Source: an optimization exercise on an open RTL-to-GDS flow (aim: small area and a short achievable clock period). Production flows keep margins and buffers that such runs may drop. Function was checked by simulation only, so behaviour that the tests miss may differ from the original.

## flow/design.v

```verilog
module BCD (x, d);
  input [31:0] x;
  output [27:0] d;
  wire s = x[31];
  wire [30:0] y = x[30:0] ^ {31{s}};
  wire fs1 = y[1] ^ y[4] ^ y[5];
  wire fc2 = (y[1] & y[4]) | (y[1] & y[5]) | (y[4] & y[5]);
  wire fs3 = y[2] ^ y[4] ^ y[6];
  wire fc4 = (y[2] & y[4]) | (y[2] & y[6]) | (y[4] & y[6]);
  wire hs5 = y[8] ^ y[10];
  wire hc6 = y[8] & y[10];
  wire fs7 = fs1 ^ y[8] ^ y[9];
  wire fc8 = (fs1 & y[8]) | (fs1 & y[9]) | (y[8] & y[9]);
  wire fs9 = y[12] ^ y[13] ^ y[16];
  wire fc10 = (y[12] & y[13]) | (y[12] & y[16]) | (y[13] & y[16]);
  wire fs11 = fc2 ^ fs3 ^ hs5;
  wire fc12 = (fc2 & fs3) | (fc2 & hs5) | (fs3 & hs5);
  wire fs13 = y[12] ^ y[14] ^ y[16];
  wire fc14 = (y[12] & y[14]) | (y[12] & y[16]) | (y[14] & y[16]);
  wire fs15 = y[18] ^ y[20] ^ y[22];
  wire fc16 = (y[18] & y[20]) | (y[18] & y[22]) | (y[20] & y[22]);
  wire fs17 = fc4 ^ hc6 ^ y[3];
  wire fc18 = (fc4 & hc6) | (fc4 & y[3]) | (hc6 & y[3]);
  wire hs19 = y[7] ^ y[11];
  wire hc20 = y[7] & y[11];
  wire fs21 = fs7 ^ fs9 ^ y[17];
  wire fc22 = (fs7 & fs9) | (fs7 & y[17]) | (fs9 & y[17]);
  wire hs23 = y[20] ^ y[21];
  wire hc24 = y[20] & y[21];
  wire fs25 = fc8 ^ fc10 ^ fs11;
  wire fc26 = (fc8 & fc10) | (fc8 & fs11) | (fc10 & fs11);
  wire fs27 = fs13 ^ fs15 ^ y[24];
  wire fc28 = (fs13 & fs15) | (fs13 & y[24]) | (fs15 & y[24]);
  wire hs29 = y[26] ^ y[28];
  wire hc30 = y[26] & y[28];
  wire fs31 = fc12 ^ fc14 ^ fc16;
  wire fc32 = (fc12 & fc14) | (fc12 & fc16) | (fc14 & fc16);
  wire fs33 = fs17 ^ hs19 ^ y[15];
  wire fc34 = (fs17 & hs19) | (fs17 & y[15]) | (hs19 & y[15]);
  wire fs35 = y[19] ^ y[23] ^ y[27];
  wire fc36 = (y[19] & y[23]) | (y[19] & y[27]) | (y[23] & y[27]);
  wire fs37 = fs21 ^ hs23 ^ y[24];
  wire fc38 = (fs21 & hs23) | (fs21 & y[24]) | (hs23 & y[24]);
  wire fs39 = fc22 ^ hc24 ^ fs25;
  wire fc40 = (fc22 & hc24) | (fc22 & fs25) | (hc24 & fs25);
  wire hs41 = fs27 ^ hs29;
  wire hc42 = fs27 & hs29;
  wire fs43 = fc26 ^ fc28 ^ hc30;
  wire fc44 = (fc26 & fc28) | (fc26 & hc30) | (fc28 & hc30);
  wire fs45 = fs31 ^ fs33 ^ fs35;
  wire fc46 = (fs31 & fs33) | (fs31 & fs35) | (fs33 & fs35);
  wire fs47 = fc32 ^ fc34 ^ fc36;
  wire fc48 = (fc32 & fc34) | (fc32 & fc36) | (fc34 & fc36);
  wire hs49 = fc18 ^ hc20;
  wire hc50 = fc18 & hc20;
  wire hs51 = fs37 ^ y[25];
  wire hc52 = fs37 & y[25];
  wire fs53 = fc38 ^ fs39 ^ hs41;
  wire fc54 = (fc38 & fs39) | (fc38 & hs41) | (fs39 & hs41);
  wire fs55 = fc40 ^ hc42 ^ fs43;
  wire fc56 = (fc40 & hc42) | (fc40 & fs43) | (hc42 & fs43);
  wire fs57 = fc44 ^ fc46 ^ fs47;
  wire fc58 = (fc44 & fc46) | (fc44 & fs47) | (fc46 & fs47);
  wire hs59 = hs51 ^ y[28];
  wire hc60 = hs51 & y[28];
  wire fs61 = hc52 ^ fs53 ^ y[30];
  wire fc62 = (hc52 & fs53) | (hc52 & y[30]) | (fs53 & y[30]);
  wire fs63 = fc54 ^ fs55 ^ fs45;
  wire fc64 = (fc54 & fs55) | (fc54 & fs45) | (fs55 & fs45);
  wire fs65 = fc56 ^ fs57 ^ hs49;
  wire fc66 = (fc56 & fs57) | (fc56 & hs49) | (fs57 & hs49);
  wire fs67 = fc58 ^ fc48 ^ hc50;
  wire fc68 = (fc58 & fc48) | (fc58 & hc50) | (fc48 & hc50);
  wire [7:0] A0 = {1'b0,fc68,fc66,fc64,fc62,hc60,hs59,y[0]};
  wire [7:0] B0 = {1'b0,1'b0,fs67,fs65,fs63,fs61,y[29],s};
  wire [7:0] S0 = A0 + B0;
  wire hs69 = y[4] ^ y[5];
  wire hc70 = y[4] & y[5];
  wire fs71 = hs69 ^ y[8] ^ y[9];
  wire fc72 = (hs69 & y[8]) | (hs69 & y[9]) | (y[8] & y[9]);
  wire fs73 = y[12] ^ y[13] ^ y[16];
  wire fc74 = (y[12] & y[13]) | (y[12] & y[16]) | (y[13] & y[16]);
  wire fs75 = hc70 ^ y[5] ^ y[6];
  wire fc76 = (hc70 & y[5]) | (hc70 & y[6]) | (y[5] & y[6]);
  wire fs77 = y[7] ^ y[10] ^ y[15];
  wire fc78 = (y[7] & y[10]) | (y[7] & y[15]) | (y[10] & y[15]);
  wire fs79 = y[16] ^ y[17] ^ y[20];
  wire fc80 = (y[16] & y[17]) | (y[16] & y[20]) | (y[17] & y[20]);
  wire fs81 = y[6] ^ y[8] ^ y[11];
  wire fc82 = (y[6] & y[8]) | (y[6] & y[11]) | (y[8] & y[11]);
  wire fs83 = y[15] ^ y[17] ^ y[18];
  wire fc84 = (y[15] & y[17]) | (y[15] & y[18]) | (y[17] & y[18]);
  wire fs85 = fs71 ^ fs73 ^ y[17];
  wire fc86 = (fs71 & fs73) | (fs71 & y[17]) | (fs73 & y[17]);
  wire hs87 = y[20] ^ y[21];
  wire hc88 = y[20] & y[21];
  wire fs89 = fc72 ^ fc74 ^ fs75;
  wire fc90 = (fc72 & fc74) | (fc72 & fs75) | (fc74 & fs75);
  wire fs91 = fs77 ^ fs79 ^ y[25];
  wire fc92 = (fs77 & fs79) | (fs77 & y[25]) | (fs79 & y[25]);
  wire hs93 = y[26] ^ y[27];
  wire hc94 = y[26] & y[27];
  wire fs95 = fc76 ^ fc78 ^ fc80;
  wire fc96 = (fc76 & fc78) | (fc76 & fc80) | (fc78 & fc80);
  wire fs97 = fs81 ^ fs83 ^ y[20];
  wire fc98 = (fs81 & fs83) | (fs81 & y[20]) | (fs83 & y[20]);
  wire fs99 = y[21] ^ y[26] ^ y[28];
  wire fc100 = (y[21] & y[26]) | (y[21] & y[28]) | (y[26] & y[28]);
  wire fs101 = fc82 ^ fc84 ^ y[12];
  wire fc102 = (fc82 & fc84) | (fc82 & y[12]) | (fc84 & y[12]);
  wire hs103 = y[13] ^ y[14];
  wire hc104 = y[13] & y[14];
  wire fs105 = fs85 ^ hs87 ^ y[24];
  wire fc106 = (fs85 & hs87) | (fs85 & y[24]) | (hs87 & y[24]);
  wire fs107 = fc86 ^ hc88 ^ fs89;
  wire fc108 = (fc86 & hc88) | (fc86 & fs89) | (hc88 & fs89);
  wire hs109 = fs91 ^ hs93;
  wire hc110 = fs91 & hs93;
  wire fs111 = fc90 ^ fc92 ^ hc94;
  wire fc112 = (fc90 & fc92) | (fc90 & hc94) | (fc92 & hc94);
  wire fs113 = fs95 ^ fs97 ^ fs99;
  wire fc114 = (fs95 & fs97) | (fs95 & fs99) | (fs97 & fs99);
  wire fs115 = fc96 ^ fc98 ^ fc100;
  wire fc116 = (fc96 & fc98) | (fc96 & fc100) | (fc98 & fc100);
  wire fs117 = fs101 ^ hs103 ^ y[19];
  wire fc118 = (fs101 & hs103) | (fs101 & y[19]) | (hs103 & y[19]);
  wire hs119 = fs105 ^ y[25];
  wire hc120 = fs105 & y[25];
  wire fs121 = fc106 ^ fs107 ^ hs109;
  wire fc122 = (fc106 & fs107) | (fc106 & hs109) | (fs107 & hs109);
  wire fs123 = fc108 ^ hc110 ^ fs111;
  wire fc124 = (fc108 & hc110) | (fc108 & fs111) | (hc110 & fs111);
  wire fs125 = fc112 ^ fc114 ^ fs115;
  wire fc126 = (fc112 & fc114) | (fc112 & fs115) | (fc114 & fs115);
  wire fs127 = fc116 ^ fc118 ^ fc102;
  wire fc128 = (fc116 & fc118) | (fc116 & fc102) | (fc118 & fc102);
  wire hs129 = hs119 ^ y[28];
  wire hc130 = hs119 & y[28];
  wire fs131 = hc120 ^ fs121 ^ y[30];
  wire fc132 = (hc120 & fs121) | (hc120 & y[30]) | (fs121 & y[30]);
  wire fs133 = fc122 ^ fs123 ^ fs113;
  wire fc134 = (fc122 & fs123) | (fc122 & fs113) | (fs123 & fs113);
  wire fs135 = fc124 ^ fs125 ^ fs117;
  wire fc136 = (fc124 & fs125) | (fc124 & fs117) | (fs125 & fs117);
  wire fs137 = fc126 ^ fs127 ^ hc104;
  wire fc138 = (fc126 & fs127) | (fc126 & hc104) | (fs127 & hc104);
  wire [7:0] A1 = {1'b0,1'b0,fc138,fc136,fc134,fc132,hc130,hs129};
  wire [7:0] B1 = {1'b0,1'b0,fc128,fs137,fs135,fs133,fs131,y[29]};
  wire [7:0] S1 = A1 + B1;
  wire fs139 = y[7] ^ y[9] ^ y[13];
  wire fc140 = (y[7] & y[9]) | (y[7] & y[13]) | (y[9] & y[13]);
  wire hs141 = y[14] ^ y[15];
  wire hc142 = y[14] & y[15];
  wire hs143 = y[8] ^ y[14];
  wire hc144 = y[8] & y[14];
  wire fs145 = fs139 ^ hs141 ^ y[16];
  wire fc146 = (fs139 & hs141) | (fs139 & y[16]) | (hs141 & y[16]);
  wire hs147 = y[18] ^ y[20];
  wire hc148 = y[18] & y[20];
  wire fs149 = fc140 ^ hc142 ^ hs143;
  wire fc150 = (fc140 & hc142) | (fc140 & hs143) | (hc142 & hs143);
  wire fs151 = y[15] ^ y[19] ^ y[22];
  wire fc152 = (y[15] & y[19]) | (y[15] & y[22]) | (y[19] & y[22]);
  wire hs153 = y[23] ^ y[24];
  wire hc154 = y[23] & y[24];
  wire fs155 = hc144 ^ y[9] ^ y[15];
  wire fc156 = (hc144 & y[9]) | (hc144 & y[15]) | (y[9] & y[15]);
  wire fs157 = y[16] ^ y[20] ^ y[23];
  wire fc158 = (y[16] & y[20]) | (y[16] & y[23]) | (y[20] & y[23]);
  wire fs159 = y[25] ^ y[27] ^ y[28];
  wire fc160 = (y[25] & y[27]) | (y[25] & y[28]) | (y[27] & y[28]);
  wire fs161 = fs145 ^ hs147 ^ y[21];
  wire fc162 = (fs145 & hs147) | (fs145 & y[21]) | (hs147 & y[21]);
  wire fs163 = fc146 ^ hc148 ^ fs149;
  wire fc164 = (fc146 & hc148) | (fc146 & fs149) | (hc148 & fs149);
  wire hs165 = fs151 ^ hs153;
  wire hc166 = fs151 & hs153;
  wire fs167 = fc150 ^ fc152 ^ hc154;
  wire fc168 = (fc150 & fc152) | (fc150 & hc154) | (fc152 & hc154);
  wire fs169 = fs155 ^ fs157 ^ fs159;
  wire fc170 = (fs155 & fs157) | (fs155 & fs159) | (fs157 & fs159);
  wire fs171 = fc156 ^ fc158 ^ fc160;
  wire fc172 = (fc156 & fc158) | (fc156 & fc160) | (fc158 & fc160);
  wire fs173 = y[26] ^ y[29] ^ y[30];
  wire fc174 = (y[26] & y[29]) | (y[26] & y[30]) | (y[29] & y[30]);
  wire hs175 = fs161 ^ y[22];
  wire hc176 = fs161 & y[22];
  wire fs177 = fc162 ^ fs163 ^ hs165;
  wire fc178 = (fc162 & fs163) | (fc162 & hs165) | (fs163 & hs165);
  wire fs179 = fc164 ^ hc166 ^ fs167;
  wire fc180 = (fc164 & hc166) | (fc164 & fs167) | (hc166 & fs167);
  wire fs181 = fc168 ^ fc170 ^ fs171;
  wire fc182 = (fc168 & fc170) | (fc168 & fs171) | (fc170 & fs171);
  wire hs183 = hs175 ^ y[27];
  wire hc184 = hs175 & y[27];
  wire fs185 = hc176 ^ fs177 ^ y[27];
  wire fc186 = (hc176 & fs177) | (hc176 & y[27]) | (fs177 & y[27]);
  wire fs187 = fc178 ^ fs179 ^ fs169;
  wire fc188 = (fc178 & fs179) | (fc178 & fs169) | (fs179 & fs169);
  wire fs189 = fc180 ^ fs181 ^ fs173;
  wire fc190 = (fc180 & fs181) | (fc180 & fs173) | (fs181 & fs173);
  wire fs191 = fc182 ^ fc172 ^ fc174;
  wire fc192 = (fc182 & fc172) | (fc182 & fc174) | (fc172 & fc174);
  wire [7:0] A2 = {1'b0,1'b0,fc192,fc190,fc188,fc186,hc184,hs183};
  wire [7:0] B2 = {1'b0,1'b0,1'b0,fs191,fs189,fs187,fs185,y[29]};
  wire [7:0] S2 = A2 + B2;
  wire hs193 = y[12] ^ y[14];
  wire hc194 = y[12] & y[14];
  wire fs195 = y[10] ^ y[16] ^ y[17];
  wire fc196 = (y[10] & y[16]) | (y[10] & y[17]) | (y[16] & y[17]);
  wire fs197 = y[11] ^ y[14] ^ y[15];
  wire fc198 = (y[11] & y[14]) | (y[11] & y[15]) | (y[14] & y[15]);
  wire fs199 = hs193 ^ y[16] ^ y[19];
  wire fc200 = (hs193 & y[16]) | (hs193 & y[19]) | (y[16] & y[19]);
  wire fs201 = y[21] ^ y[22] ^ y[24];
  wire fc202 = (y[21] & y[22]) | (y[21] & y[24]) | (y[22] & y[24]);
  wire hs203 = hc194 ^ y[13];
  wire hc204 = hc194 & y[13];
  wire fs205 = fs195 ^ y[21] ^ y[24];
  wire fc206 = (fs195 & y[21]) | (fs195 & y[24]) | (y[21] & y[24]);
  wire fs207 = fc196 ^ fs197 ^ y[18];
  wire fc208 = (fc196 & fs197) | (fc196 & y[18]) | (fs197 & y[18]);
  wire hs209 = y[21] ^ y[24];
  wire hc210 = y[21] & y[24];
  wire fs211 = fc198 ^ fs199 ^ fs201;
  wire fc212 = (fc198 & fs199) | (fc198 & fs201) | (fs199 & fs201);
  wire fs213 = y[25] ^ y[27] ^ y[28];
  wire fc214 = (y[25] & y[27]) | (y[25] & y[28]) | (y[27] & y[28]);
  wire fs215 = fc200 ^ fc202 ^ hs203;
  wire fc216 = (fc200 & fc202) | (fc200 & hs203) | (fc202 & hs203);
  wire fs217 = y[20] ^ y[23] ^ y[26];
  wire fc218 = (y[20] & y[23]) | (y[20] & y[26]) | (y[23] & y[26]);
  wire hs219 = fs205 ^ y[27];
  wire hc220 = fs205 & y[27];
  wire fs221 = fc206 ^ fs207 ^ hs209;
  wire fc222 = (fc206 & fs207) | (fc206 & hs209) | (fs207 & hs209);
  wire fs223 = fc208 ^ hc210 ^ fs211;
  wire fc224 = (fc208 & hc210) | (fc208 & fs211) | (hc210 & fs211);
  wire fs225 = fc212 ^ fc214 ^ fs215;
  wire fc226 = (fc212 & fc214) | (fc212 & fs215) | (fc214 & fs215);
  wire hs227 = fc216 ^ fc218;
  wire hc228 = fc216 & fc218;
  wire hs229 = hs219 ^ y[28];
  wire hc230 = hs219 & y[28];
  wire fs231 = hc220 ^ fs221 ^ y[27];
  wire fc232 = (hc220 & fs221) | (hc220 & y[27]) | (fs221 & y[27]);
  wire fs233 = fc222 ^ fs223 ^ fs213;
  wire fc234 = (fc222 & fs223) | (fc222 & fs213) | (fs223 & fs213);
  wire fs235 = fc224 ^ fs225 ^ fs217;
  wire fc236 = (fc224 & fs225) | (fc224 & fs217) | (fs225 & fs217);
  wire fs237 = fc226 ^ hs227 ^ hc204;
  wire fc238 = (fc226 & hs227) | (fc226 & hc204) | (hs227 & hc204);
  wire [7:0] A3 = {1'b0,1'b0,fc238,fc236,fc234,fc232,hc230,hs229};
  wire [7:0] B3 = {1'b0,1'b0,hc228,fs237,fs235,fs233,fs231,y[30]};
  wire [7:0] S3 = A3 + B3;
  wire hs239 = y[14] ^ y[15];
  wire hc240 = y[14] & y[15];
  wire fs241 = hs239 ^ y[17] ^ y[21];
  wire fc242 = (hs239 & y[17]) | (hs239 & y[21]) | (y[17] & y[21]);
  wire hs243 = y[22] ^ y[24];
  wire hc244 = y[22] & y[24];
  wire fs245 = hc240 ^ y[15] ^ y[16];
  wire fc246 = (hc240 & y[15]) | (hc240 & y[16]) | (y[15] & y[16]);
  wire fs247 = y[17] ^ y[18] ^ y[19];
  wire fc248 = (y[17] & y[18]) | (y[17] & y[19]) | (y[18] & y[19]);
  wire hs249 = y[24] ^ y[28];
  wire hc250 = y[24] & y[28];
  wire fs251 = y[16] ^ y[18] ^ y[20];
  wire fc252 = (y[16] & y[18]) | (y[16] & y[20]) | (y[18] & y[20]);
  wire fs253 = y[24] ^ y[25] ^ y[29];
  wire fc254 = (y[24] & y[25]) | (y[24] & y[29]) | (y[25] & y[29]);
  wire fs255 = fs241 ^ hs243 ^ y[25];
  wire fc256 = (fs241 & hs243) | (fs241 & y[25]) | (hs243 & y[25]);
  wire fs257 = fc242 ^ hc244 ^ fs245;
  wire fc258 = (fc242 & hc244) | (fc242 & fs245) | (hc244 & fs245);
  wire hs259 = fs247 ^ hs249;
  wire hc260 = fs247 & hs249;
  wire fs261 = fc246 ^ fc248 ^ hc250;
  wire fc262 = (fc246 & fc248) | (fc246 & hc250) | (fc248 & hc250);
  wire fs263 = fs251 ^ fs253 ^ y[30];
  wire fc264 = (fs251 & fs253) | (fs251 & y[30]) | (fs253 & y[30]);
  wire fs265 = fc252 ^ fc254 ^ y[21];
  wire fc266 = (fc252 & fc254) | (fc252 & y[21]) | (fc254 & y[21]);
  wire hs267 = y[22] ^ y[23];
  wire hc268 = y[22] & y[23];
  wire hs269 = fs255 ^ y[27];
  wire hc270 = fs255 & y[27];
  wire fs271 = fc256 ^ fs257 ^ hs259;
  wire fc272 = (fc256 & fs257) | (fc256 & hs259) | (fs257 & hs259);
  wire fs273 = fc258 ^ hc260 ^ fs261;
  wire fc274 = (fc258 & hc260) | (fc258 & fs261) | (hc260 & fs261);
  wire fs275 = fc262 ^ fc264 ^ fs265;
  wire fc276 = (fc262 & fc264) | (fc262 & fs265) | (fc264 & fs265);
  wire hs277 = hs269 ^ y[28];
  wire hc278 = hs269 & y[28];
  wire fs279 = hc270 ^ fs271 ^ y[29];
  wire fc280 = (hc270 & fs271) | (hc270 & y[29]) | (fs271 & y[29]);
  wire fs281 = fc272 ^ fs273 ^ fs263;
  wire fc282 = (fc272 & fs273) | (fc272 & fs263) | (fs273 & fs263);
  wire fs283 = fc274 ^ fs275 ^ hs267;
  wire fc284 = (fc274 & fs275) | (fc274 & hs267) | (fs275 & hs267);
  wire fs285 = fc276 ^ fc266 ^ hc268;
  wire fc286 = (fc276 & fc266) | (fc276 & hc268) | (fc266 & hc268);
  wire [7:0] A4 = {1'b0,1'b0,fc286,fc284,fc282,fc280,hc278,hs277};
  wire [7:0] B4 = {1'b0,1'b0,1'b0,fs285,fs283,fs281,fs279,y[29]};
  wire [7:0] S4 = A4 + B4;
  wire fs287 = y[17] ^ y[19] ^ y[22];
  wire fc288 = (y[17] & y[19]) | (y[17] & y[22]) | (y[19] & y[22]);
  wire fs289 = fs287 ^ y[23] ^ y[24];
  wire fc290 = (fs287 & y[23]) | (fs287 & y[24]) | (y[23] & y[24]);
  wire fs291 = fc288 ^ y[18] ^ y[23];
  wire fc292 = (fc288 & y[18]) | (fc288 & y[23]) | (y[18] & y[23]);
  wire hs293 = y[24] ^ y[27];
  wire hc294 = y[24] & y[27];
  wire fs295 = y[19] ^ y[24] ^ y[25];
  wire fc296 = (y[19] & y[24]) | (y[19] & y[25]) | (y[24] & y[25]);
  wire hs297 = y[28] ^ y[30];
  wire hc298 = y[28] & y[30];
  wire hs299 = fs289 ^ y[25];
  wire hc300 = fs289 & y[25];
  wire fs301 = fc290 ^ fs291 ^ hs293;
  wire fc302 = (fc290 & fs291) | (fc290 & hs293) | (fs291 & hs293);
  wire fs303 = fc292 ^ hc294 ^ fs295;
  wire fc304 = (fc292 & hc294) | (fc292 & fs295) | (hc294 & fs295);
  wire hs305 = fc296 ^ hc298;
  wire hc306 = fc296 & hc298;
  wire hs307 = hs299 ^ y[26];
  wire hc308 = hs299 & y[26];
  wire fs309 = hc300 ^ fs301 ^ y[30];
  wire fc310 = (hc300 & fs301) | (hc300 & y[30]) | (fs301 & y[30]);
  wire fs311 = fc302 ^ fs303 ^ hs297;
  wire fc312 = (fc302 & fs303) | (fc302 & hs297) | (fs303 & hs297);
  wire fs313 = fc304 ^ hs305 ^ y[29];
  wire fc314 = (fc304 & hs305) | (fc304 & y[29]) | (hs305 & y[29]);
  wire [7:0] A5 = {1'b0,1'b0,1'b0,fc314,fc312,fc310,hc308,hs307};
  wire [7:0] B5 = {1'b0,1'b0,1'b0,hc306,fs313,fs311,fs309,y[30]};
  wire [7:0] S5 = A5 + B5;
  wire fs315 = y[21] ^ y[24] ^ y[25];
  wire fc316 = (y[21] & y[24]) | (y[21] & y[25]) | (y[24] & y[25]);
  wire fs317 = y[22] ^ y[24] ^ y[26];
  wire fc318 = (y[22] & y[24]) | (y[22] & y[26]) | (y[24] & y[26]);
  wire hs319 = y[20] ^ y[25];
  wire hc320 = y[20] & y[25];
  wire fs321 = fs315 ^ y[26] ^ y[29];
  wire fc322 = (fs315 & y[26]) | (fs315 & y[29]) | (y[26] & y[29]);
  wire fs323 = fc316 ^ fs317 ^ y[27];
  wire fc324 = (fc316 & fs317) | (fc316 & y[27]) | (fs317 & y[27]);
  wire hs325 = fc318 ^ y[23];
  wire hc326 = fc318 & y[23];
  wire hs327 = hs319 ^ y[26];
  wire hc328 = hs319 & y[26];
  wire fs329 = hc320 ^ fs321 ^ y[30];
  wire fc330 = (hc320 & fs321) | (hc320 & y[30]) | (fs321 & y[30]);
  wire fs331 = fc322 ^ fs323 ^ y[29];
  wire fc332 = (fc322 & fs323) | (fc322 & y[29]) | (fs323 & y[29]);
  wire fs333 = fc324 ^ hs325 ^ y[28];
  wire fc334 = (fc324 & hs325) | (fc324 & y[28]) | (hs325 & y[28]);
  wire [7:0] A6 = {1'b0,1'b0,1'b0,fc334,fc332,fc330,hc328,hs327};
  wire [7:0] B6 = {1'b0,1'b0,1'b0,hc326,fs333,fs331,fs329,y[30]};
  wire [7:0] S6 = A6 + B6;
  wire [3:0] a0 = S0 / 8'd10;
  wire [3:0] b0 = S0 % 8'd10;
  wire [3:0] a1 = S1 / 8'd10;
  wire [3:0] b1 = S1 % 8'd10;
  wire [3:0] a2 = S2 / 8'd10;
  wire [3:0] b2 = S2 % 8'd10;
  wire [3:0] a3 = S3 / 8'd10;
  wire [3:0] b3 = S3 % 8'd10;
  wire [3:0] a4 = S4 / 8'd10;
  wire [3:0] b4 = S4 % 8'd10;
  wire [3:0] a5 = S5 / 8'd10;
  wire [3:0] b5 = S5 % 8'd10;
  wire [3:0] a6 = S6 / 8'd10;
  wire [3:0] b6 = S6 % 8'd10;
  wire [4:0] T0 = b0 + 4'd0;
  wire [1:0] c0 = (T0 >= 5'd20) ? 2'd2 : (T0 >= 5'd10) ? 2'd1 : 2'd0;
  wire [3:0] e0 = T0 - c0*5'd10;
  wire [4:0] T1 = b1 + a0;
  wire [1:0] c1 = (T1 >= 5'd20) ? 2'd2 : (T1 >= 5'd10) ? 2'd1 : 2'd0;
  wire [3:0] e1 = T1 - c1*5'd10;
  wire [4:0] T2 = b2 + a1;
  wire [1:0] c2 = (T2 >= 5'd20) ? 2'd2 : (T2 >= 5'd10) ? 2'd1 : 2'd0;
  wire [3:0] e2 = T2 - c2*5'd10;
  wire [4:0] T3 = b3 + a2;
  wire [1:0] c3 = (T3 >= 5'd20) ? 2'd2 : (T3 >= 5'd10) ? 2'd1 : 2'd0;
  wire [3:0] e3 = T3 - c3*5'd10;
  wire [4:0] T4 = b4 + a3;
  wire [1:0] c4 = (T4 >= 5'd20) ? 2'd2 : (T4 >= 5'd10) ? 2'd1 : 2'd0;
  wire [3:0] e4 = T4 - c4*5'd10;
  wire [4:0] T5 = b5 + a4;
  wire [1:0] c5 = (T5 >= 5'd20) ? 2'd2 : (T5 >= 5'd10) ? 2'd1 : 2'd0;
  wire [3:0] e5 = T5 - c5*5'd10;
  wire [4:0] T6 = b6 + a5;
  wire [1:0] c6 = (T6 >= 5'd20) ? 2'd2 : (T6 >= 5'd10) ? 2'd1 : 2'd0;
  wire [3:0] e6 = T6 - c6*5'd10;
  wire [3:0] U0 = e0 + 2'd0;
  wire g0 = U0 >= 4'd10;
  wire p0 = U0 == 4'd9;
  wire [3:0] U1 = e1 + c0;
  wire g1 = U1 >= 4'd10;
  wire p1 = U1 == 4'd9;
  wire [3:0] U2 = e2 + c1;
  wire g2 = U2 >= 4'd10;
  wire p2 = U2 == 4'd9;
  wire [3:0] U3 = e3 + c2;
  wire g3 = U3 >= 4'd10;
  wire p3 = U3 == 4'd9;
  wire [3:0] U4 = e4 + c3;
  wire g4 = U4 >= 4'd10;
  wire p4 = U4 == 4'd9;
  wire [3:0] U5 = e5 + c4;
  wire g5 = U5 >= 4'd10;
  wire p5 = U5 == 4'd9;
  wire [3:0] U6 = e6 + c5;
  wire g6 = U6 >= 4'd10;
  wire p6 = U6 == 4'd9;
  wire ci0 = 1'b0;
  wire ci1 = g0 | (p0 & ci0);
  wire ci2 = g1 | (p1 & ci1);
  wire ci3 = g2 | (p2 & ci2);
  wire ci4 = g3 | (p3 & ci3);
  wire ci5 = g4 | (p4 & ci4);
  wire ci6 = g5 | (p5 & ci5);
  wire [4:0] V0 = U0 + ci0;
  assign d[3:0] = (V0 >= 5'd10) ? V0 - 5'd10 : V0;
  wire [4:0] V1 = U1 + ci1;
  assign d[7:4] = (V1 >= 5'd10) ? V1 - 5'd10 : V1;
  wire [4:0] V2 = U2 + ci2;
  assign d[11:8] = (V2 >= 5'd10) ? V2 - 5'd10 : V2;
  wire [4:0] V3 = U3 + ci3;
  assign d[15:12] = (V3 >= 5'd10) ? V3 - 5'd10 : V3;
  wire [4:0] V4 = U4 + ci4;
  assign d[19:16] = (V4 >= 5'd10) ? V4 - 5'd10 : V4;
  wire [4:0] V5 = U5 + ci5;
  assign d[23:20] = (V5 >= 5'd10) ? V5 - 5'd10 : V5;
  wire [4:0] V6 = U6 + ci6;
  assign d[27:24] = (V6 >= 5'd10) ? V6 - 5'd10 : V6;
endmodule
module Display(Out, In);
	input [3:0] In;
	output reg [6:0] Out;
	always @(*)
		case (In)
			0: Out = 7'b1000000;
			1: Out = 7'b1111001;
			2: Out = 7'b0100100;
			3: Out = 7'b0110000;
			4: Out = 7'b0011001;
			5: Out = 7'b0010010;
			6: Out = 7'b0000010;
			7: Out = 7'b1111000;
			8: Out = 7'b0000000;
			9: Out = 7'b0010000;
			default: Out = 7'b1111111;
		endcase
endmodule
module HardCore (switches, instr, reset, inread, outend,
	display0, display1, display2, display3, display4, display5,
	display6, display7, clk, pc);
	input [14:0] switches;
	input clk;
	input [31:0] instr;
	input reset;
	input inread, outend;
	output reg [31:0] pc;
	output [6:0] display0, display1, display2, display3, display4,
		display5, display6;
	output [6:0] display7;
	wire [5:0] op = instr[31:26];
	wire [4:0] rs = instr[25:21];
	wire [4:0] rt = instr[20:16];
	wire [4:0] rd = instr[15:11];
	wire [4:0] sh = instr[10:6];
	wire op_add = (op == 6'd1);
	wire op_sub = (op == 6'd2);
	wire op_lw  = (op == 6'd3);
	wire op_mov = (op == 6'd4);
	wire op_sw  = (op == 6'd5);
	wire op_li  = (op == 6'd6);
	wire op_or  = (op == 6'd7) | (op == 6'd8);
	wire op_not = (op == 6'd9);
	wire op_xor = (op == 6'd10);
	wire op_shr = (op == 6'd11);
	wire op_shl = (op == 6'd12);
	wire op_beq = (op == 6'd13);
	wire op_bne = (op == 6'd14);
	wire op_bgt = (op == 6'd15);
	wire op_blt = (op == 6'd16);
	wire op_j   = (op == 6'd17);
	wire op_jr  = (op == 6'd18);
	wire op_in  = (op == 6'd19);
	wire op_out = (op == 6'd20);
	wire op_hlt = (op == 6'd63);
	wire op_br  = op_beq | op_bne | op_bgt | op_blt;
	wire op_alu = op_add | op_sub | op_or | op_not | op_xor | op_shr | op_shl;
	reg [31:0] R [0:31];
	wire [31:0] A = R[rs];
	wire [31:0] B = R[rt];
	wire [31:0] C = R[rd];
	reg [31:0] M [0:20];
	wire inrange = (A < 32'd21);
	wire [31:0] memrd = inrange ? M[A[4:0]] : 32'd0;
	always @(posedge clk)
		if (op_sw && inrange)
			M[A[4:0]] <= B;
	wire subtract = op_sub | op_br;
	wire [31:0] Bx = B ^ {32{subtract}};
	wire [31:0] sum = A + Bx + {31'd0, subtract};
	wire ovf = (A[31] == Bx[31]) & (sum[31] != A[31]);
	reg [31:0] wd;
	always @(*) begin
		wd = sum;
		if (op_or)  wd = A | B;
		if (op_not) wd = ~A;
		if (op_xor) wd = A ^ B;
		if (op_shr) wd = A >> sh;
		if (op_shl) wd = A << sh;
		if (op_lw)  wd = memrd;
		if (op_mov) wd = A;
		if (op_li)  wd = {{11{instr[20]}}, instr[20:0]};
		if (op_in)  wd = {{17{switches[14]}}, switches};
	end
	wire we = op_alu | op_lw | op_mov | op_li | op_in;
	wire [4:0] wa = (op_li | op_in) ? rs : (op_lw | op_mov) ? rt : rd;
	always @(posedge clk)
		if (we)
			R[wa] <= wd;
	wire zero = (sum == 32'd0);
	wire taken = (op_beq & zero) | (op_bne & ~zero) |
		(op_bgt & ~sum[31] & ~zero) | (op_blt & sum[31]);
	wire halt = op_hlt | (op_in & ~inread) | (op_out & ~outend) |
		((op_add | op_sub | op_br) & ovf);
	always @(posedge clk)
		if (reset)
			pc <= 32'd0;
		else if (halt)
			pc <= pc;
		else if (op_j)
			pc <= {{6{instr[25]}}, instr[25:0]};
		else if (op_jr)
			pc <= A;
		else if (taken)
			pc <= C;
		else
			pc <= pc + 32'd1;
	wire [27:0] dig;
	BCD conv(.x(A), .d(dig));
	wire [6:0] s0, s1, s2, s3, s4, s5, s6;
	Display d0(.In(dig[3:0]),   .Out(s0));
	Display d1(.In(dig[7:4]),   .Out(s1));
	Display d2(.In(dig[11:8]),  .Out(s2));
	Display d3(.In(dig[15:12]), .Out(s3));
	Display d4(.In(dig[19:16]), .Out(s4));
	Display d5(.In(dig[23:20]), .Out(s5));
	Display d6(.In(dig[27:24]), .Out(s6));
	assign display0 = op_out ? s0 : 7'b1000000;
	assign display1 = op_out ? s1 : 7'b1000000;
	assign display2 = op_out ? s2 : 7'b1000000;
	assign display3 = op_out ? s3 : 7'b1000000;
	assign display4 = op_out ? s4 : 7'b1000000;
	assign display5 = op_out ? s5 : 7'b1000000;
	assign display6 = op_out ? s6 : 7'b1000000;
	assign display7 = (op_out & A[31]) ? 7'b0111111 : 7'b1111111;
endmodule
```

## flow/run.sh

```bash
#!/bin/bash
# synth_recipe.tcl (not shown) runs the flow's synth.tcl, then flattens the netlist and writes it again
# the make line also repeats each setting of config.mk as NAME=value (left out here)
make -C /OpenROAD-flow-scripts/flow DESIGN_CONFIG=/design/flow/config.mk WORK_HOME=/design/flow/orfs CLKGATE_MAP_FILE= SYNTH_SCRIPT=/design/flow/synth_recipe.tcl finish
```

## flow/config.mk

```make
export PLATFORM = sky130hd
export DESIGN_NAME = HardCore
export DESIGN_NICKNAME = HardCore
export VERILOG_FILES = /design/flow/design.v
export SDC_FILE = /design/flow/constraint.sdc
export NUM_CORES = 4
export LEC_CHECK = 0
export CAP_MARGIN = 20
export CORE_MARGIN = 2
export CORE_UTILIZATION = 40
export SLEW_MARGIN = 20
```

## flow/constraint.sdc

```tcl
create_clock -name core_clock -period 70.0 [get_ports {clk}]
set_input_delay 14.0000 -clock core_clock [delete_from_list [all_inputs] [get_ports {clk}]]
set_output_delay 14.0000 -clock core_clock [all_outputs]
set_load 0.01 [all_outputs]
```

==> impl_metrics.ini, run 1 <==
[cts]
cts_tree = built
cts_buffers = 182
cts-hold-fix-buffers = 0
cts.sinks = 1728
postCtsSetupBuffers = 0
clockBufferDepth = 3
cts_root_buf = clkbuf_16
cts_max_level = 4
clk_pin_slew_ps = 60
cts_resized = 0
clk_latency_ps = 870

[logic_synthesis]
ys_seq_elements = 1728
synth_flop_cell = edfxtp_1
syn_avg_cell_area_sq_um = 14.17
async_reset_ff_share_pct = 0
synth_edf_count = 1696
synth_cells = 7326
syn_area_sq_mm = 0.1038
synth.distinct_cells = 95
seq_area_frac_synth_pct = 49.67
ys.warnings.count = 2

[sta]
fin_setup_tns_ps = 0
worstMarginPinSlew_ps = 1313
max_freq_mhz = 21.40
post-route-period-util_pct = 66.77
finalHoldViolCount = 0
rsz0062_at_grt = no
fin_worst_skew_ps = 70.88
max_slew_margin_pct = 11.53
whs_ps = 604.1
drv_slew = 0
fin_crit_ps = 46740
setup_violations = 0

[critical_path]
setup.worst_path.end_class = output pin
arrival_ps = 32740
critical_path.max_fanout = 52
required_ps = 56000
reg2regPathDepth = 20
crit_path_top_delay_cell = buf_4
crit_path_start = instr[22]
cpLargestDelayFamily = adder cells
worstSetupPathType = in -> out
path_buf_inv = 15
worstSetupStartpointType = primary input
crit_top_cell = inv_1
critPathMaxStageDelay_ps = 770
path_depth = 70
crit-reg2reg-launch = R[26][6]$_DFFE_PP_

[routing]
drtPass1Iterations = 7
drtIter0Drc = 9815
via_per_inst = 6.485
drtAntennaViolNets = 0
routedWlPerCell_microns = 32.73
vias = 71150
drc_errors = 0
drt-total-wl_mm = 359.1

[floorplan]
die_area_sq_mm = 0.2637
rows = 187
io_pins = 139
initial_utilization_pct = 40.12
die-height_microns = 513.5
chipWidth_microns = 513.5
fp.coreArea_sq_mm = 0.2588

[worst_hold_path]
min_from = pc[30]$_SDFFE_PP0N_
hp-class = reg -> reg
holdPathStages = 2

[grt]
grt_busiest_layer = met2
grt-ovfl-total = 0
grt_pass1_wl_mm = 512.2
grt_max_degree = 181
use_met2_pct = 41.95
globalRouteMet3Util_pct = 6.384
grtUsageTotal_pct = 26.89
antenna_found_initial = 9
grt_pass1_vias = 70200
grt_use_met1_pct = 35.49

[final_layout]
final_cell_mix = 1696 x edfxtp_1, 971 x mux4_2, 732 x nand2_1
final_common_cell = edfxtp_1
drive_gt1_share_pct = 22.96
syn_to_final_growth_pct = 12.22
nets = 7853
fin_area_sq_mm = 0.1165

[run]
cap_violations = 0

[placed_design]
port_buffers = 132
dpl.hpwl_mm = 230.4
place_congestion = 1.005
placedInstanceArea_sq_mm = 0.1103

[status]
status = complete, no violations
==> registers in the layout, summed over array words and instances (netlist names) <==
register	count
pc	32
M	672
R	1024
==> per-layer routing <==
layer  up-vias  part of all wire [%]
li1      29330                     -
met3       876                    11
met4         2                   5.3
met1     36790                    38
met5         -                0.0033
met2      4157                    46
==> worst register-to-register path: cells and delay by family (launching register included) <==
family | cells | cell delay [ps]
AO/OA/AOI/OAI | 10 | 3020
XOR/XNOR | 1 | 190
adder cells (fa/ha/maj) | 1 | 490
buffers and inverters | 2 | 880
flip-flops | 1 | 400
multiplexers | 3 | 1980
AND/OR/NAND/NOR | 3 | 1010
==> worst paths after layout <==
path	slack (ps)	endpoint
setup / recovery	23260	display6[1]
hold / removal	600	pc[30]$_SDFFE_PP0N_
hold reg to reg	600	pc[30]$_SDFFE_PP0N_
setup reg to reg	61890	pc[1]$_SDFFE_PP0N_
==> stage by stage <==
step,instances,setup slack (ps),util [%]
floorplan,7332,27580,-
global placement,10620,23830,42.61
detailed placement,10620,23520,42.62
CTS,10960,23470,45.00
global route,10970,21920,45.02
finish,10970,23260,45.03
==> cells by family after synthesis <==
logic type	synth area share (%)
buf+inv	3.269
flops	49.67
compound gates	7.600
other cells	0.007233
fa+ha+maj	5.837
xor+xnor	2.000
mux	24.87
simple gates	6.749
==> cell type report <==
| type | count | area [sq um] |
|---|---|---|
| Tap cell | 3402 | 4257 |
| Clock buffer | 206 | 4666 |
| Antenna cell | 8 | 20.02 |
| Inverter | 359 | 1360 |
| Sequential cell | 1728 | 51570 |
| Fill cell | 22610 | 142300 |
| Clock inverter | 136 | 1488 |
| Timing Repair Buffer | 397 | 3398 |
| Multi-Input combinational cell | 4736 | 49760 |
==> Yosys cell counts, types with 35 or more instances <==
| master | n | area (sq um) |
|---|---|---|
| buf_1 | 128 | 480.5 |
| buf_2 | 61 | 305.3 |
| a31oi_1 | 109 | 681.9 |
| and3_1 | 125 | 782.0 |
| a21oi_1 | 237 | 1186 |
| a2111oi_0 | 40 | 350.3 |
| o22ai_1 | 83 | 519.3 |
| fa_1 | 136 | 2723 |
| nand3_1 | 83 | 415.4 |
| xnor2_1 | 149 | 1305 |
| o21ai_0 | 202 | 1011 |
| nor2_1 | 313 | 1175 |
| a21o_1 | 57 | 427.9 |
| nand2_1 | 735 | 2759 |
| a211oi_1 | 109 | 818.3 |
| nand2b_1 | 55 | 344.1 |
| ha_1 | 262 | 3278 |
| xor2_1 | 83 | 727.0 |
| nor2b_1 | 69 | 431.7 |
| mux2i_1 | 353 | 3533 |
| clkbuf_1 | 306 | 1149 |
| mux2_2 | 35 | 394.1 |
| nor3_1 | 49 | 245.2 |
| inv_1 | 354 | 1329 |
| o211ai_1 | 38 | 285.3 |
| mux4_2 | 971 | 21870 |
| o221ai_1 | 43 | 376.6 |
| edfxtp_1 | 1696 | 50930 |
==> inputs of run 2 (changes only) <==
--- a/flow/design.v
+++ b/flow/design.v
@@ -358,82 +358,94 @@
   wire [7:0] A6 = {1'b0,1'b0,1'b0,fc334,fc332,fc330,hc328,hs327};
   wire [7:0] B6 = {1'b0,1'b0,1'b0,hc326,fs333,fs331,fs329,y[30]};
   wire [7:0] S6 = A6 + B6;
-  wire [3:0] a0 = S0 / 8'd10;
+  wire [4:0] a0 = S0 / 8'd10;
   wire [3:0] b0 = S0 % 8'd10;
-  wire [3:0] a1 = S1 / 8'd10;
+  wire [4:0] a1 = S1 / 8'd10;
   wire [3:0] b1 = S1 % 8'd10;
-  wire [3:0] a2 = S2 / 8'd10;
+  wire [4:0] a2 = S2 / 8'd10;
   wire [3:0] b2 = S2 % 8'd10;
-  wire [3:0] a3 = S3 / 8'd10;
+  wire [4:0] a3 = S3 / 8'd10;
   wire [3:0] b3 = S3 % 8'd10;
-  wire [3:0] a4 = S4 / 8'd10;
+  wire [4:0] a4 = S4 / 8'd10;
   wire [3:0] b4 = S4 % 8'd10;
-  wire [3:0] a5 = S5 / 8'd10;
+  wire [4:0] a5 = S5 / 8'd10;
   wire [3:0] b5 = S5 % 8'd10;
-  wire [3:0] a6 = S6 / 8'd10;
+  wire [4:0] a6 = S6 / 8'd10;
   wire [3:0] b6 = S6 % 8'd10;
-  wire [4:0] T0 = b0 + 4'd0;
-  wire [1:0] c0 = (T0 >= 5'd20) ? 2'd2 : (T0 >= 5'd10) ? 2'd1 : 2'd0;
-  wire [3:0] e0 = T0 - c0*5'd10;
+  wire [4:0] T0 = b0 + 5'd0;
+  wire [1:0] v0 = (T0 >= 5'd20) ? 2'd2 : (T0 >= 5'd10) ? 2'd1 : 2'd0;
+  wire [3:0] m0 = T0 - v0*5'd10;
+  wire n9_0 = (m0 == 4'd9);
+  wire n8_0 = (m0 >= 4'd8);
   wire [4:0] T1 = b1 + a0;
-  wire [1:0] c1 = (T1 >= 5'd20) ? 2'd2 : (T1 >= 5'd10) ? 2'd1 : 2'd0;
-  wire [3:0] e1 = T1 - c1*5'd10;
+  wire [1:0] v1 = (T1 >= 5'd20) ? 2'd2 : (T1 >= 5'd10) ? 2'd1 : 2'd0;
+  wire [3:0] m1 = T1 - v1*5'd10;
+  wire n9_1 = (m1 == 4'd9);
+  wire n8_1 = (m1 >= 4'd8);
   wire [4:0] T2 = b2 + a1;
-  wire [1:0] c2 = (T2 >= 5'd20) ? 2'd2 : (T2 >= 5'd10) ? 2'd1 : 2'd0;
-  wire [3:0] e2 = T2 - c2*5'd10;
+  wire [1:0] v2 = (T2 >= 5'd20) ? 2'd2 : (T2 >= 5'd10) ? 2'd1 : 2'd0;
+  wire [3:0] m2 = T2 - v2*5'd10;
+  wire n9_2 = (m2 == 4'd9);
+  wire n8_2 = (m2 >= 4'd8);
   wire [4:0] T3 = b3 + a2;
-  wire [1:0] c3 = (T3 >= 5'd20) ? 2'd2 : (T3 >= 5'd10) ? 2'd1 : 2'd0;
-  wire [3:0] e3 = T3 - c3*5'd10;
+  wire [1:0] v3 = (T3 >= 5'd20) ? 2'd2 : (T3 >= 5'd10) ? 2'd1 : 2'd0;
+  wire [3:0] m3 = T3 - v3*5'd10;
+  wire n9_3 = (m3 == 4'd9);
+  wire n8_3 = (m3 >= 4'd8);
   wire [4:0] T4 = b4 + a3;
-  wire [1:0] c4 = (T4 >= 5'd20) ? 2'd2 : (T4 >= 5'd10) ? 2'd1 : 2'd0;
-  wire [3:0] e4 = T4 - c4*5'd10;
+  wire [1:0] v4 = (T4 >= 5'd20) ? 2'd2 : (T4 >= 5'd10) ? 2'd1 : 2'd0;
+  wire [3:0] m4 = T4 - v4*5'd10;
+  wire n9_4 = (m4 == 4'd9);
+  wire n8_4 = (m4 >= 4'd8);
   wire [4:0] T5 = b5 + a4;
-  wire [1:0] c5 = (T5 >= 5'd20) ? 2'd2 : (T5 >= 5'd10) ? 2'd1 : 2'd0;
-  wire [3:0] e5 = T5 - c5*5'd10;
+  wire [1:0] v5 = (T5 >= 5'd20) ? 2'd2 : (T5 >= 5'd10) ? 2'd1 : 2'd0;
+  wire [3:0] m5 = T5 - v5*5'd10;
+  wire n9_5 = (m5 == 4'd9);
+  wire n8_5 = (m5 >= 4'd8);
   wire [4:0] T6 = b6 + a5;
-  wire [1:0] c6 = (T6 >= 5'd20) ? 2'd2 : (T6 >= 5'd10) ? 2'd1 : 2'd0;
-  wire [3:0] e6 = T6 - c6*5'd10;
-  wire [3:0] U0 = e0 + 2'd0;
-  wire g0 = U0 >= 4'd10;
-  wire p0 = U0 == 4'd9;
-  wire [3:0] U1 = e1 + c0;
-  wire g1 = U1 >= 4'd10;
-  wire p1 = U1 == 4'd9;
-  wire [3:0] U2 = e2 + c1;
-  wire g2 = U2 >= 4'd10;
-  wire p2 = U2 == 4'd9;
-  wire [3:0] U3 = e3 + c2;
-  wire g3 = U3 >= 4'd10;
-  wire p3 = U3 == 4'd9;
-  wire [3:0] U4 = e4 + c3;
-  wire g4 = U4 >= 4'd10;
-  wire p4 = U4 == 4'd9;
-  wire [3:0] U5 = e5 + c4;
-  wire g5 = U5 >= 4'd10;
-  wire p5 = U5 == 4'd9;
-  wire [3:0] U6 = e6 + c5;
-  wire g6 = U6 >= 4'd10;
-  wire p6 = U6 == 4'd9;
-  wire ci0 = 1'b0;
-  wire ci1 = g0 | (p0 & ci0);
-  wire ci2 = g1 | (p1 & ci1);
-  wire ci3 = g2 | (p2 & ci2);
-  wire ci4 = g3 | (p3 & ci3);
-  wire ci5 = g4 | (p4 & ci4);
-  wire ci6 = g5 | (p5 & ci5);
-  wire [4:0] V0 = U0 + ci0;
+  wire [1:0] v6 = (T6 >= 5'd20) ? 2'd2 : (T6 >= 5'd10) ? 2'd1 : 2'd0;
+  wire [3:0] m6 = T6 - v6*5'd10;
+  wire n9_6 = (m6 == 4'd9);
+  wire n8_6 = (m6 >= 4'd8);
+  wire e1_0 = 1'b0, e2_0 = 1'b0;
+  wire k0 = (n9_0 & e1_0) | (n8_0 & e2_0);
+  wire e1_1 = (v0 != 2'd0) | k0;
+  wire e2_1 = v0[1] | (v0[0] & k0);
+  wire k1 = (n9_1 & e1_1) | (n8_1 & e2_1);
+  wire e1_2 = (v1 != 2'd0) | k1;
+  wire e2_2 = v1[1] | (v1[0] & k1);
+  wire k2 = (n9_2 & e1_2) | (n8_2 & e2_2);
+  wire e1_3 = (v2 != 2'd0) | k2;
+  wire e2_3 = v2[1] | (v2[0] & k2);
+  wire k3 = (n9_3 & e1_3) | (n8_3 & e2_3);
+  wire e1_4 = (v3 != 2'd0) | k3;
+  wire e2_4 = v3[1] | (v3[0] & k3);
+  wire k4 = (n9_4 & e1_4) | (n8_4 & e2_4);
+  wire e1_5 = (v4 != 2'd0) | k4;
+  wire e2_5 = v4[1] | (v4[0] & k4);
+  wire k5 = (n9_5 & e1_5) | (n8_5 & e2_5);
+  wire e1_6 = (v5 != 2'd0) | k5;
+  wire e2_6 = v5[1] | (v5[0] & k5);
+  wire [1:0] dl0 = {e2_0, e1_0 & ~e2_0};
+  wire [4:0] V0 = m0 + dl0;
   assign d[3:0] = (V0 >= 5'd10) ? V0 - 5'd10 : V0;
-  wire [4:0] V1 = U1 + ci1;
+  wire [1:0] dl1 = {e2_1, e1_1 & ~e2_1};
+  wire [4:0] V1 = m1 + dl1;
   assign d[7:4] = (V1 >= 5'd10) ? V1 - 5'd10 : V1;
-  wire [4:0] V2 = U2 + ci2;
+  wire [1:0] dl2 = {e2_2, e1_2 & ~e2_2};
+  wire [4:0] V2 = m2 + dl2;
   assign d[11:8] = (V2 >= 5'd10) ? V2 - 5'd10 : V2;
-  wire [4:0] V3 = U3 + ci3;
+  wire [1:0] dl3 = {e2_3, e1_3 & ~e2_3};
+  wire [4:0] V3 = m3 + dl3;
   assign d[15:12] = (V3 >= 5'd10) ? V3 - 5'd10 : V3;
-  wire [4:0] V4 = U4 + ci4;
+  wire [1:0] dl4 = {e2_4, e1_4 & ~e2_4};
+  wire [4:0] V4 = m4 + dl4;
   assign d[19:16] = (V4 >= 5'd10) ? V4 - 5'd10 : V4;
-  wire [4:0] V5 = U5 + ci5;
+  wire [1:0] dl5 = {e2_5, e1_5 & ~e2_5};
+  wire [4:0] V5 = m5 + dl5;
   assign d[23:20] = (V5 >= 5'd10) ? V5 - 5'd10 : V5;
-  wire [4:0] V6 = U6 + ci6;
+  wire [1:0] dl6 = {e2_6, e1_6 & ~e2_6};
+  wire [4:0] V6 = m6 + dl6;
   assign d[27:24] = (V6 >= 5'd10) ? V6 - 5'd10 : V6;
 endmodule
 module Display(Out, In);
==> flow/flow/run.sh (new file) <==
#!/bin/bash
# The standard layout (standard.sh, the standard flow's own ORFS run) with these changes:
#  - synthesis: flow/synth_pre.tcl is put in front of the standard flow's synthesis
#    script; it only changes ABC's mapping script (see there), so the
#    registers are the standard synthesis's;
#  - Yosys's adder step is off (ADDER_MAP_FILE empty): adders and compressor
#    trees stay plain gates for ABC instead of the slow fa/ha cells;
#  - ports are buffered with buf_4 instead of the default delay buffer;
#  - repair_timing aims for extra setup slack (SETUP_SLACK_MARGIN) so the
#    resizer works on the longest paths although the 70 ns clock is met.
# Clock, constraints and everything else are the standard flow's.
set -o pipefail
W=$(pwd)
{ sed "s#@W@#$W#g" flow/synth_pre.tcl; cat synth_recipe.tcl; } > "$W/synth_abc.tcl"
bash standard.sh SYNTH_SCRIPT="$W/synth_abc.tcl" ADDER_MAP_FILE= \
  "BUFFER_PORTS_ARGS=-buffer_cell sky130_fd_sc_hd__buf_4" \
  SETUP_SLACK_MARGIN=31.5 finish > standard_flow.log 2>&1
==> flow/flow/abc_fast.script (new file) <==
strash
&get -n
&st
&synch2
&if -g -K 6
&synch2
&if -g -K 6
&synch2
&put
dch -f
map -B 0.9
topo
stime -c
buffer -c
upsize -c
dnsize -c
==> flow/flow/abc_small.script (new file) <==
&get -n
&st
&dch
&nf -p -R 0
&put
topo
==> flow/flow/synth_pre.tcl (new file) <==
# Prepended to the standard flow's synthesis script. ORFS's synth.tcl calls abc once for
# the whole design; here the converter module BCD (kept as its own module by
# SYNTH_HIERARCHICAL 1 until the final flatten) is mapped with ORFS's
# delay-oriented area script and every other module with ABC's area-oriented
# &nf mapper.
proc abc {args} {
  set i [lsearch -exact $args -script]
  set fast $args
  set small $args
  lset fast [expr {$i + 1}] @W@/flow/abc_fast.script
  lset small [expr {$i + 1}] @W@/flow/abc_small.script
  yosys abc {*}$fast BCD
  yosys abc {*}$small HardCore Display
}
==> flow/standard.sh (new file) <==
#!/bin/bash
# synth_recipe.tcl (not shown) runs the flow's synth.tcl, then flattens the netlist and writes it again
# the make line also repeats each setting of config.mk as NAME=value (left out here)
make -C /OpenROAD-flow-scripts/flow DESIGN_CONFIG=/design/flow/config.mk WORK_HOME=/design/flow/orfs CLKGATE_MAP_FILE= SYNTH_SCRIPT=/design/flow/synth_recipe.tcl "${@:-finish}"
--- a/flow/config.mk
+++ b/flow/config.mk
@@ -5,7 +5,10 @@
 export SDC_FILE = /design/flow/constraint.sdc
 export NUM_CORES = 4
 export LEC_CHECK = 0
+export ABC_AREA = 1
 export CAP_MARGIN = 20
 export CORE_MARGIN = 2
-export CORE_UTILIZATION = 40
+export CORE_UTILIZATION = 50
+export CTS_BUF_LIST = sky130_fd_sc_hd__clkbuf_8
 export SLEW_MARGIN = 20
+export SYNTH_HIERARCHICAL = 1
removed: flow/run.sh
==> impl_metrics.ini, run 2 <==
[critical_path]
arrival_ps = 23850
worstSetupPathType = in -> out
setup.worst_path.end_class = output pin
crit_top_cell = nand2_1
crit_path_top_delay_cell = buf_4
critical_path.max_fanout = 48
worstSetupStartpointType = primary input
required_ps = 56000
critPathMaxStageDelay_ps = 820

[sta]
max_freq_mhz = 26.42
worstMarginPinSlew_ps = 1251
post-route-period-util_pct = 54.07
rsz0062_at_grt = no
fin_worst_skew_ps = 86.83
finalHoldViolCount = 0
setup_violations = 0
max_slew_margin_pct = 16.07
fin_crit_ps = 37850
drv_slew = 0
fin_setup_tns_ps = 0

[routing]
drtAntennaViolNets = 0
via_per_inst = 6.804
drc_errors = 0
drtIter0Drc = 11420
routedWlPerCell_microns = 32.31
drt-total-wl_mm = 389.3
vias = 81980
drtPass1Iterations = 8

[final_layout]
final_cell_mix = 1696 x edfxtp_1, 1415 x nand2_1, 857 x nor2_1
regMostFlops = R
final.fill_count = 16730
nets = 9214
final_cells = 12050
multi_input_area_sq_mm = 0.04878
final_common_cell = edfxtp_1
syn_to_final_growth_pct = 11.95
seqCellArea_sq_mm = 0.05157
largest_reg_flops = 1024
drive_gt1_share_pct = 20.23

[grt]
grt_pass1_wl_mm = 553.3
grtUsageTotal_pct = 37.34
antenna_found_initial = 18
grt-ovfl-total = 0
grt_pass1_vias = 78850
grt_max_degree = 138

[floorplan]
die_area_sq_mm = 0.2064
fp.coreArea_sq_mm = 0.2019
initial_utilization_pct = 50.23
io_pins = 139
rows = 165
chipWidth_microns = 454.4
die-height_microns = 454.4

[logic_synthesis]
yosysMostFrequentCell = edfxtp_1
synth.distinct_cells = 96
ys.warnings.count = 8
synth_edf_count = 1696
yosysTopAreaCellShare_pct = 50.22
seq_area_frac_synth_pct = 50.85
async_reset_ff_share_pct = 0
yosysTopAreaCell = edfxtp_1
syn_avg_cell_area_sq_um = 11.90
ys_seq_elements = 1728
syn_area_sq_mm = 0.1014
synth_area_leaders = edfxtp_1 50%, mux4_2 18%, nand2_1 5.3%, nor2_1 3.4%, o21ai_0 3.2%
synth_flop_cell = edfxtp_1
synth_cells = 8522
synthTopCellsByCount = 1696 x edfxtp_1, 1424 x nand2_1, 916 x nor2_1

[cts]
cts_buffers = 304
cts.sinks = 1728
cts_tree = built
cts_root_buf = clkbuf_8
clk_latency_ps = 1100
clockBufferDepth = 4
clk_pin_slew_ps = 70
cts_max_level = 5

[worst_hold_path]
hp-class = reg -> reg

[status]
status = complete, no violations

[placed_design]
dp.cells = 11520
port_buffers = 132
dpl.hpwl_mm = 245.3
place_congestion = 1.020

[run]
cap_violations = 0
[run 2: cells by family (layout without fill, tap and decap cells)]
kind of cell    count (synthesis)  in the layout  synth area share [%]
simple gates                 3099           3099                 13.13
compound gates               1935           1935                 11.39
flops                        1728           1728                 50.85
mux                           986            986                 19.74
buf+inv                       442           1279                 1.815
xor+xnor                      328            328                 3.051
fa+ha+maj                       3              3               0.02961
other cells                     1             20              0.003698
[run 2: layout make-up]
class,instances,area share [%]
inverters,390,1.327
well taps,2672,2.945
diodes,14,0.03086
multi-input cells,6357,42.96
clock inverters,190,0.7791
flip-flops and latches,1728,45.42
clock buffers,317,3.843
repair buffers,382,2.691
[run 2: repair_timing]
action                                 4_1_cts  5_1_grt
endpoints found under the hold margin        0        0
resized for setup                            7       26
hold buffers                                 0        0
setup buffers                                0       12
setup endpoints to repair                   41       41
cloned                                       0        0
[run 2: critical path, delay by kind of cell]
family | cells | cell delay (ps)
multiplexers | 1 | 280
AND/OR/NAND/NOR | 32 | 3760
AO/OA/AOI/OAI | 5 | 1100
XOR/XNOR | 4 | 930
buffers and inverters | 12 | 3590
[run 2: worst paths after layout]
| path | startpoint | depth (start not counted) | slack, ps | to |
|---|---|---|---|---|
| setup / recovery | instr[23] | 54 | 32150 | display6[3] |
| setup reg to reg | R[15][8]$_DFFE_PP_ | 23 | 61750 | pc[20]$_SDFFE_PP0N_ |
| hold reg to reg | pc[4]$_SDFFE_PP0N_ | 2 | 510 | pc[4]$_SDFFE_PP0N_ |
| hold / removal | pc[4]$_SDFFE_PP0N_ | 2 | 510 | pc[4]$_SDFFE_PP0N_ |
[run 2: per-module statistics from Yosys, one instance, submodules excluded]
| module | cells inside | area (sq um) | copies in the design |
|---|---|---|---|
| Display | 19 | 103.8 | 7 |
| HardCore | 5768 | 87930 | 1 |
| BCD | 2621 | 12760 | 1 |
[run 2: per-layer routing]
metal  part of all wire (%)  GRT usage [%]  routed length [microns]  vias up
met1                     36          48.22                   139800    40740
met2                     46          57.56                   177200     5446
met3                     12          8.952                    45350     1207
met5                  0.023              0                       88        -
met4                    6.9          22.24                    26810        6
li1                       -              -                        -    34580
[run 2: stage by stage]
| stage | utilization, % | instance area [sq um] | setup slack, ps | hold WS, ps |
|---|---|---|---|---|
| CTS | 56.10 | 113300 | 31580 | 508.9 |
| global route | 56.23 | 113500 | 31510 | 547.9 |
| floorplan | - | 101400 | 31780 | 489.8 |
| global placement | 53.46 | 107900 | 30660 | 491.6 |
| finish | 56.23 | 113500 | 32150 | 507.6 |
| detailed placement | 53.49 | 108000 | 30570 | 499.1 |
==> inputs of run 3 (changes only) <==
--- a/flow/flow/run.sh
+++ b/flow/flow/run.sh
@@ -14,4 +14,4 @@
 { sed "s#@W@#$W#g" flow/synth_pre.tcl; cat synth_recipe.tcl; } > "$W/synth_abc.tcl"
 bash standard.sh SYNTH_SCRIPT="$W/synth_abc.tcl" ADDER_MAP_FILE= \
   "BUFFER_PORTS_ARGS=-buffer_cell sky130_fd_sc_hd__buf_4" \
-  SETUP_SLACK_MARGIN=31.5 finish > standard_flow.log 2>&1
+  SETUP_SLACK_MARGIN=33 finish > standard_flow.log 2>&1
--- a/flow/config.mk
+++ b/flow/config.mk
@@ -9,6 +9,8 @@
 export CAP_MARGIN = 20
 export CORE_MARGIN = 2
 export CORE_UTILIZATION = 50
-export CTS_BUF_LIST = sky130_fd_sc_hd__clkbuf_8
+export CTS_BUF_LIST = sky130_fd_sc_hd__clkbuf_16
+export CTS_CLUSTER_DIAMETER = 100
+export CTS_CLUSTER_SIZE = 30
 export SLEW_MARGIN = 20
 export SYNTH_HIERARCHICAL = 1
==> impl_metrics.ini, run 3 <==
[status]
status = complete, no violations

[critical_path]
reg2regPathDepth = 21
cpLargestDelayFamily = simple AND/OR/NAND/NOR gates
endpoint = display4[6]
worstSetupPathType = in -> out
setup.worst_path.end_class = output pin
worstSetupStartpointType = primary input
r2r_slack_ps = 62500
critical_path.max_fanout = 58
crit_path_start = instr[22]
required_ps = 56000
arrival_ps = 22540
path_depth = 58
path_buf_inv = 11
crit_path_top_delay_cell = mux4_2
reg2reg_to = pc[22]$_SDFFE_PP0N_
crit-reg2reg-launch = R[11][16]$_DFFE_PP_
crit_top_cell = nand2_1
critPathMaxStageDelay_ps = 530

[routing]
drtIter0Drc = 11170
drtAntennaViolNets = 0
drc_errors = 0
via_per_inst = 6.902
vias = 80690
routedWlPerCell_microns = 33.45
drtPass1Iterations = 7
drt-total-wl_mm = 391.0

[run]
cap_violations = 0

[sta]
drv_slew = 0
finalHoldViolCount = 0
worstMarginPinSlew_ps = 1290
rsz0062_at_grt = yes
fin_worst_skew_ps = 47.19
max_slew_margin_pct = 14.01
max_freq_mhz = 27.37
setup_violations = 0
post-route-period-util_pct = 52.20
fin_setup_tns_ps = 0
fin_crit_ps = 36540

[grt]
grtUsageTotal_pct = 37.20
grt_pass1_vias = 76930
grt-ovfl-total = 0
antenna_found_initial = 16
grt_max_degree = 127
grt_pass1_wl_mm = 549.9

[floorplan]
io_pins = 139
initial_utilization_pct = 50.23
fp.coreArea_sq_mm = 0.2019
die-height_microns = 454.4
rows = 165
die_area_sq_mm = 0.2064
chipWidth_microns = 454.4

[logic_synthesis]
ys.warnings.count = 8
synthTopCellsByCount = 1696 x edfxtp_1, 1424 x nand2_1, 916 x nor2_1
async_reset_ff_share_pct = 0
ys_seq_elements = 1728
yosysMostFrequentCell = edfxtp_1
seq_area_frac_synth_pct = 50.85
syn_area_sq_mm = 0.1014
synth_edf_count = 1696
synth_area_leaders = edfxtp_1 50%, mux4_2 18%, nand2_1 5.3%, nor2_1 3.4%, o21ai_0 3.2%
synth_cells = 8522
syn_avg_cell_area_sq_um = 11.90
synth_flop_cell = edfxtp_1
yosysTopAreaCell = edfxtp_1
yosysTopAreaCellShare_pct = 50.22
synth.distinct_cells = 96

[cts]
cts_root_buf = clkbuf_16
cts-hold-fix-buffers = 0
clockBufferDepth = 3
cts_max_level = 3
cts.sinks = 1728
clk_latency_ps = 800
cts_tree = built
clk_pin_slew_ps = 120
cts_buffers = 71

[placed_design]
port_buffers = 132
dpl.hpwl_mm = 250.1
place_congestion = 0.9930
dp.cells = 11530

[final_layout]
final_cell_mix = 1696 x edfxtp_1, 1413 x nand2_1, 855 x nor2_1
final_common_cell = edfxtp_1
largest_reg_flops = 1024
final_cells = 11690
syn_to_final_growth_pct = 10.08
regMostFlops = R
drive_gt1_share_pct = 19.09
nets = 9022

[worst_hold_path]
holdPathStages = 2
min_from = pc[9]$_SDFFE_PP0N_
hp-class = reg -> reg
==> run 3: cell types whose count changed in the layout (fill, tap and decap cells not counted), sizes merged <==
cell,previous run,this run
clkbuf,317,82
buf,382,411
clkinvlp,12,11
inv,430,354
bufinv,4,2
bufbuf,0,3
diode,14,9
clkinv,134,62
==> run 3: worst min-delay path by stage <==
stage | to | slack, ps
global route | pc[9]$_SDFFE_PP0N_ | 550
floorplan | pc[9]$_SDFFE_PP0N_ | 490
finish | pc[9]$_SDFFE_PP0N_ | 520
CTS | pc[9]$_SDFFE_PP0N_ | 520
global placement | pc[7]$_SDFFE_PP0N_ | 490
detailed placement | pc[9]$_SDFFE_PP0N_ | 500
==> run 3: worst min-delay path: cells and delay by family (launching register included) <==
kind,cells,cell delay (ps)
DFF,1,360
and+or+nand+nor,1,70
AOI/OAI and AO/OA,1,50
==> run 3: layout make-up <==
cell class / count / area, sq um
fillers: 16910 / 90270
flip-flops and latches: 1728 / 51570
multi-input cells: 6357 / 49030
repair buffers: 423 / 3895
well taps: 2672 / 3343
clock buffers: 73 / 1827
inverters: 390 / 1577
clock inverters: 39 / 375.4
diodes: 9 / 22.52
==> run 3: per-stage QoR <==
step                      worst slack [ps]  utilization [%]  hold slack (ps)  cell area [sq um]
after floorplan                      33020                -            489.8             101400
after global placement               31170            53.51            489.8             108000
after detailed placement             31030            53.53            496.4             108100
after CTS                            32990            54.82            515.9             110700
after global routing                 32980            55.29            545.7             111600
final                                33460            55.29            515.9             111600
==> run 3: per-layer routing <==
layer | wire length (microns) | share of wire (%) | up-vias | GRT usage [%]
met2 | 179800 | 46 | 5084 | 58.22
li1 | - | - | 34050 | -
met4 | 24490 | 6.3 | 12 | 20.15
met3 | 42830 | 11 | 975 | 7.631
met1 | 143800 | 37 | 40570 | 48.93
met5 | 78 | 0.020 | - | 0
==> run 3: modules after synthesis, one instance, submodules excluded <==
module    times used  cell area, sq um
HardCore           1             87930
BCD                1             12760
Display            7             103.8
==> run 3: kinds of logic (layout without fill, tap and decap cells) <==
| group | Yosys count | in the layout | share of synthesized area [%] |
|---|---|---|---|
| AO/OA/AOI/OAI | 1935 | 1935 | 11.39 |
| XOR/XNOR | 328 | 328 | 3.051 |
| adder cells (fa/ha/maj) | 3 | 3 | 0.02961 |
| buffers and inverters | 442 | 925 | 1.815 |
| flip-flops | 1728 | 1728 | 50.85 |
| multiplexers | 986 | 986 | 19.74 |
| other | 1 | 15 | 0.003698 |
| AND/OR/NAND/NOR | 3099 | 3099 | 13.13 |
==> run 3: what timing repair did <==
action,CTS,global route
pin swaps,0,8
cloned,4,8
gates resized for setup,68,96
setup buffers,0,25
endpoints found under the setup margin,49,42

==> port drivers added, routing unchanged <==
How much do the figures lean on ideal ports? The routed layouts below were timed once more, with nothing changed but the port constraints. Step 1: set_driving_cell puts a clkbuf_16 on clk and a buf_2 on each other input, an assumption about the parent block. Step 2 times the ports against the registers' clock, not the clock port: input delays grow and output delays shrink by t, the midpoint of the rising clock arrivals with the driver on. Three values: ideal ports, drivers, drivers and shift; two values: the first two.
| run | t (ns) | setup slack, ns | latest minus earliest clock arrival (ns) | cell pins on the clock port's net |
|---|---|---|---|---|
| run 1 | 0.931 | 23.264 / 23.207 / 23.207 | 0.071 / 0.071 | 1 |
| run 2 | 1.147 | 32.148 / 32.100 / 32.100 | 0.087 / 0.087 | 1 |
| run 3 | 0.865 | 33.462 / 33.239 / 33.239 | 0.047 / 0.047 | 1 |
After both steps every run listed still meets setup and hold. For run 3, which loses most, drivers alone change the setup slack by -0.223 ns; drivers and shift together by -0.223 ns.
